Source: an optimization exercise on an open RTL-to-GDS flow (aim: small area, a short achievable clock period and few clock cycles). Production flows keep margins and buffers that such runs may drop. Where RTL was checked, it was by simulation tests only, not by an equivalence proof against the original. Power and IR drop assume default switching activity.

## Mult
module Mult (
    input wire clk,
    input wire reset_total,
    input wire reset_local,
    input wire [31:0] operand_A_in,
    input wire [31:0] operand_B_in,
    output wire [31:0] product_Hi_out,
    output wire [31:0] product_Lo_out,
    output wire done
);
==> flow/config.mk <==
export PLATFORM = sky130hd
export DESIGN_NAME = Mult
export DESIGN_NICKNAME = Mult
export VERILOG_FILES = /design/flow/design.v
export SDC_FILE = /design/flow/constraint.sdc
export NUM_CORES = 4
export LEC_CHECK = 0
export ABC_AREA = 1
export CAP_MARGIN = 20
export CORE_MARGIN = 2
export CORE_UTILIZATION = 40
export CTS_BUF_LIST = sky130_fd_sc_hd__clkbuf_8
export SETUP_SLACK_MARGIN = 0.15
export SLEW_MARGIN = 20
==> flow/constraint.sdc <==
create_clock -name core_clock -period 4.0 [get_ports {clk}]
set_input_delay 0.8000 -clock core_clock [delete_from_list [all_inputs] [get_ports {clk}]]
set_output_delay 0.8000 -clock core_clock [all_outputs]
set_load 0.01 [all_outputs]
standard.sh (not shown) runs the stock make flow with config.mk's settings and CLKGATE_MAP_FILE= SYNTH_SCRIPT=/design/flow/synth_recipe.tcl, a recipe that flattens the netlist after the stock synthesis.
==> flow/flow/run.sh <==
#!/bin/bash
# The standard layout, with the smallest buffer on the ports instead of the
# delay-cell buffers buffer_ports picks by default.
set -e
cp standard.sh standard.sh.txt
export BUFFER_PORTS_ARGS="-buffer_cell sky130_fd_sc_hd__buf_1"
bash standard.sh > standard.log 2>&1
Testbench counts at the start, summed over its fixed seeds: cycles 8,404.
Edit:
Settings changed: SETUP_SLACK_MARGIN 0.15 to default, SYNTH_HIERARCHICAL from default to 1, SYNTH_MINIMUM_KEEP_SIZE from default to 0.
What happened: Wire length climbs by 11%; via count climbs by 14%; power climbs by 28%; synthesized cell count climbs by about 18%; cell area climbs by 11%.
Edit:
Settings changed: CTS_BUF_LIST sky130_fd_sc_hd__clkbuf_8 to default, SYNTH_HIERARCHICAL 1 to default, SYNTH_MINIMUM_KEEP_SIZE 0 to default.
Outcome:
- wire length goes down by roughly a tenth
- synthesized area goes down by roughly a tenth
- worst hold slack improves by 17 ps
- register-to-register slack improves by 70 ps
- sequential cell count stays the same
- setup slack improves by 88 ps
- core utilization goes up by 0.42 points
- die area goes down by roughly a tenth
- count of clock-buffer cells in the layout does not change
- global-route usage goes up by 0.34 points
Edit:
Settings changed: CTS_BUF_LIST from default to sky130_fd_sc_hd__clkbuf_8, PLACE_DENSITY from default to 0.75.
After rerunning:
- The new run ran to the end with no violations
- routed wire length is about the same
- cell count fell slightly
- core utilization drops by 1.1 points
- via count goes up slightly
- synthesized cell count does not change
- cell area goes down by a few percent
Edit:
Settings changed: PLACE_DENSITY 0.75 to 0.45.
What happened: Global-route usage increases by 2.0 points; non-clock buffer count goes up by 79; design area rises by 5.2%; worst hold slack is worse by 11 ps; critical path depth is unchanged; first-iteration DRC count falls by 17%; final cell count is higher by 2.6%; fmax rose by 1.9%; clock skew decreases by 4.2 ps; total power rose by 2.5%.


Another version of the RTL of Mult (not shown whole).
Size in the first run: about 2,400 cells after synthesis, about 130 I/O pins, roughly 0.016 mm2 of cells after synthesis.
Settings: LEC_CHECK=0, ABC_AREA=1, CAP_MARGIN=20, CORE_MARGIN=2, CORE_UTILIZATION=40, SLEW_MARGIN=20; clock period 4.0 ns.
==> flow/flow/run.sh <==
#!/bin/bash
# The standard layout, with the smallest buffer on the ports instead of the
# delay-cell buffers buffer_ports picks by default, and with the gates off
# the critical paths downsized after global routing (ORFS power recovery).
set -e
cp standard.sh standard.sh.txt
export BUFFER_PORTS_ARGS="-buffer_cell sky130_fd_sc_hd__buf_1"
export RECOVER_POWER=100
bash standard.sh > standard.log 2>&1
Testbench counts at the start, summed over its fixed seeds: cycles 9,022.
Then changed:
==> flow/run.sh (new file) <==
#!/bin/bash
# synth_recipe.tcl (not shown) runs the flow's synth.tcl, then flattens the netlist and writes it again
# the make line also repeats each setting of config.mk as NAME=value (left out here)
make -C /OpenROAD-flow-scripts/flow DESIGN_CONFIG=/design/flow/config.mk WORK_HOME=/design/flow/orfs CLKGATE_MAP_FILE= SYNTH_SCRIPT=/design/flow/synth_recipe.tcl finish
Settings changed: ABC_AREA 1 to unset.
removed: flow/flow/run.sh
removed: flow/standard.sh
=>
- The changed run completed and failed the layout checks on setup timing
- cell area increases by about 10%
- total power came out higher by about 6%
- core utilization is higher by 8.9 points
- fmax came out lower by 18%
- final cell count goes down by 9.7%
- clock power went up by about 5%
- worst hold slack got worse by 0.022 ns
- sequential share of layout area came out lower by 1.2 points
- setup slack got worse by 0.85 ns
Then changed:
Settings changed: ABC_AREA set to 1.
=>
- The new run produced a clean layout
- fmax is higher by about a fifth
- hold slack improves by 0.029 ns
- die area is higher by a little under a tenth
- via count is higher by roughly a tenth
- total power is lower by a few percent
- routed wire length is higher by roughly a tenth


== v34 ==
Mult again, from the RTL that the note above started with.
clock: 4.0 ns
lec_check: 0
abc_area: 1
cap_margin: 20
core_margin: 2
core_utilization: 60
slew_margin: 20
run.sh (not shown) runs the stock make flow with config.mk's settings and CLKGATE_MAP_FILE= SYNTH_SCRIPT=/design/flow/synth_recipe.tcl, a recipe that flattens the netlist after the stock synthesis.
Stock flow here: none of the scripts above is used.
Testbench counts of v34, summed over its fixed seeds: cycles 9,022.
Relative to v34, the following input files were edited for v26:
Settings: swapping 60 for 40 in CORE_UTILIZATION; putting SETUP_SLACK_MARGIN at 0.3 where nothing was set.
Findings:
For sequential group power, v34 and v26 come out practically identical.
Re global-route wire length before repair: v34 and v26 aren't equal, and the higher value belongs to v26.
On number of cells traversed by the worst register-to-register path, the higher figure sits with v34, not v26.
Changes observed in v26 relative to v34: number of ordinary and repair buffers in the finished layout went up; final weighted congestion in routability-driven placement shrank by 0.12; number of logic stages on the critical path including buffering higher.
Input changes introduced in v59 (baseline for comparison: v26):
Settings: clearing SETUP_SLACK_MARGIN, which used to be 0.3.
==> flow/flow/run.sh (new file) <==
#!/bin/bash
# The standard layout, with the smallest buffer on the ports instead of the
# delay-cell buffers buffer_ports picks by default.
set -e
cp standard.sh standard.sh.txt
export BUFFER_PORTS_ARGS="-buffer_cell sky130_fd_sc_hd__buf_1"
bash standard.sh > standard.log 2>&1
==> flow/standard.sh (new file) <==
#!/bin/bash
# synth_recipe.tcl (not shown) runs the flow's synth.tcl, then flattens the netlist and writes it again
# the make line also repeats each setting of config.mk as NAME=value (left out here)
make -C /OpenROAD-flow-scripts/flow DESIGN_CONFIG=/design/flow/config.mk WORK_HOME=/design/flow/orfs CLKGATE_MAP_FILE= SYNTH_SCRIPT=/design/flow/synth_recipe.tcl "${@:-finish}"
removed: flow/run.sh
v26 has higher final area than v59.
Routed wire length: v59 better than v26
dfxtp_1 as the worst-path cell with the longest stage delay was reported by v59, and dfxtp_2 by v26.
v59 has completed all stages; timing, DRC and antenna checks passed.
Both conditions hold for v26: the flow ran to the end and the final layout passed the timing, DRC and antenna checks.
In v59 relative to v26, number of cells after detailed placement had gone down slightly.


## v6
Mult again, from the RTL that the note above started with.
clock: 4.0 ns
lec_check: 0
abc_area: 1
cap_margin: 0
core_margin: 2
core_utilization: 40
slew_margin: 0
standard.sh (not shown) runs the stock make flow with config.mk's settings and CLKGATE_MAP_FILE= SYNTH_SCRIPT=/design/flow/synth_recipe.tcl, a recipe that flattens the netlist after the stock synthesis.
==> flow/flow/run.sh <==
#!/bin/bash
# The standard layout, with the smallest buffer on the ports instead of the
# delay-cell buffers buffer_ports picks by default.
set -e
cp standard.sh standard.sh.txt
export BUFFER_PORTS_ARGS="-buffer_cell sky130_fd_sc_hd__buf_1"
bash standard.sh > standard.log 2>&1
Testbench counts of v6, summed over its fixed seeds: cycles 9,022.
What v7 does differently from v6 at the input level:
Settings: CAP_MARGIN now 20, was 0; CTS_BUF_LIST now sky130_fd_sc_hd__clkbuf_8, previously not set; SLEW_MARGIN now 20, was 0.
## What came out
Comparing v6 with v7, the final worst setup slack came out essentially unchanged.
Tightest slew margin relative to the limit (higher): v7
Changes observed in v7 relative to v6: maximum fanout count along the critical path fell 1, peak per-stage delay on the critical path rose 100 ps, depth of the critical timing path with buffers and inverters included fell 5.
As far as total cell area at the placement stage goes, v6 and v7 are indistinguishable; the numbers are identical.


## rev 12
Mult, a different RTL version from the one above (not shown whole).
Size in the first run: roughly 2300 cells after synthesis, ~16000 µm² of cells after synthesis.
clock: 4.0 ns
lec_check: 0
abc_area: 1
cap_margin: 20
core_margin: 2
core_utilization: 40
slew_margin: 20
run.sh (not shown) runs the stock make flow with config.mk's settings and CLKGATE_MAP_FILE= SYNTH_SCRIPT=/design/flow/synth_recipe.tcl, a recipe that flattens the netlist after the stock synthesis.
Stock flow here: none of the scripts above is used.
> inputs changed (rev 12 -> rev 13)
==> flow/flow/run.sh (new file) <==
#!/bin/bash
# The standard layout, with the smallest buffer on the ports instead of the
# delay-cell buffers buffer_ports picks by default.
set -e
cp standard.sh standard.sh.txt
export BUFFER_PORTS_ARGS="-buffer_cell sky130_fd_sc_hd__buf_1"
bash standard.sh > standard.log 2>&1
==> flow/standard.sh (new file) <==
#!/bin/bash
# synth_recipe.tcl (not shown) runs the flow's synth.tcl, then flattens the netlist and writes it again
# the make line also repeats each setting of config.mk as NAME=value (left out here)
make -C /OpenROAD-flow-scripts/flow DESIGN_CONFIG=/design/flow/config.mk WORK_HOME=/design/flow/orfs CLKGATE_MAP_FILE= SYNTH_SCRIPT=/design/flow/synth_recipe.tcl "${@:-finish}"
removed: flow/run.sh
[summary]
Worst hold margin in rev 13 vs rev 12: up 0.0047 ns
Changes observed in rev 13 relative to rev 12: via density per instance has increased; total of fill cells in the finished design has increased.
The global-route usage over all layers reported for rev 13 is smaller than that of rev 12 by 0.63 points.
Of the two values seen for slowest cell on the critical path, dfxtp_2 was produced by rev 12 and dfxtp_1 by rev 13.
Launch point of the critical path = C[11]: rev 12; launch point of the critical path = C[10]: rev 13
Looking only at met1 layer usage reported by global route, and setting everything else aside, the higher value of rev 12 and rev 13 goes to rev 12.
Rev 13 vs rev 12 — largest vdd supply drop dropped by a few percent
Compared with rev 12, in rev 13 design area lost about 6%; count of cells along the worst hold path neither gained nor lost much; multi-input gate area in the final layout lost 0.42%.
Function was not checked in any run of this note: the RTL went through the layout flow alone.

what the ideal ports hide:
How much do the figures lean on ideal ports? The routed layouts below were timed once more, with nothing changed but the port constraints. Step 1 assumes that a clkbuf_16 drives the clock port and a buf_2 every other input. Step 2 also shifts input and output timing later by t, the mid clock arrival at the registers, as if the neighbouring blocks saw the same clock. a / b / c = no drivers / after step 1 / after step 2; a / b = the first two.
run | shift t [ns] | setup slack, ns | slew at the worst register clock pin (ns) | cell pins on the clock port's net
the first run of note 1 | 0.528 | 0.227 / 0.176 / -0.255 | 0.08 / 0.08 | 1
the second run of note 1 | 0.538 | 0.067 / 0.016 / -0.280 | 0.09 / 0.09 | 1
the third run of note 1 | 0.491 | 0.155 / 0.101 / -0.127 | 0.06 / 0.06 | 1
the fourth run of note 1 | 0.530 | 0.115 / 0.066 / -0.174 | 0.10 / 0.10 | 1
the fifth run of note 1 | 0.546 | 0.186 / 0.131 / -0.213 | 0.09 / 0.09 | 1
the first run of note 2 | 0.514 | 0.148 / 0.117 / -0.104 | 0.06 / 0.06 | 1
the second run of note 2 | 0.485 | -0.697 / -0.750 / -0.318 | 0.06 / 0.06 | 1
the third run of note 2 | 0.490 | 0.169 / 0.112 / -0.190 | 0.06 / 0.06 | 1
v34 | 0.483 | 0.118 / 0.067 / -0.001 | 0.06 / 0.06 | 1
v26 | 0.489 | 0.277 / 0.221 / -0.023 | 0.06 / 0.06 | 1
v59 | 0.512 | 0.176 / 0.114 / 0.094 | 0.06 / 0.06 | 1
v6 | 0.512 | 0.176 / 0.114 / 0.080 | 0.06 / 0.06 | 1
v7 | 0.530 | 0.176 / 0.122 / 0.157 | 0.08 / 0.08 | 1
rev 12 | 0.504 | 0.034 / -0.024 / -0.040 | 0.07 / 0.07 | 1
rev 13 | 0.495 | 0.110 / 0.057 / 0.118 | 0.07 / 0.07 | 1
With both steps, setup timing fails in 10 of these runs, where it was met with ideal ports. For the first run of note 1, which loses most, drivers alone change the setup slack by -0.051 ns; drivers and shift together by -0.482 ns.
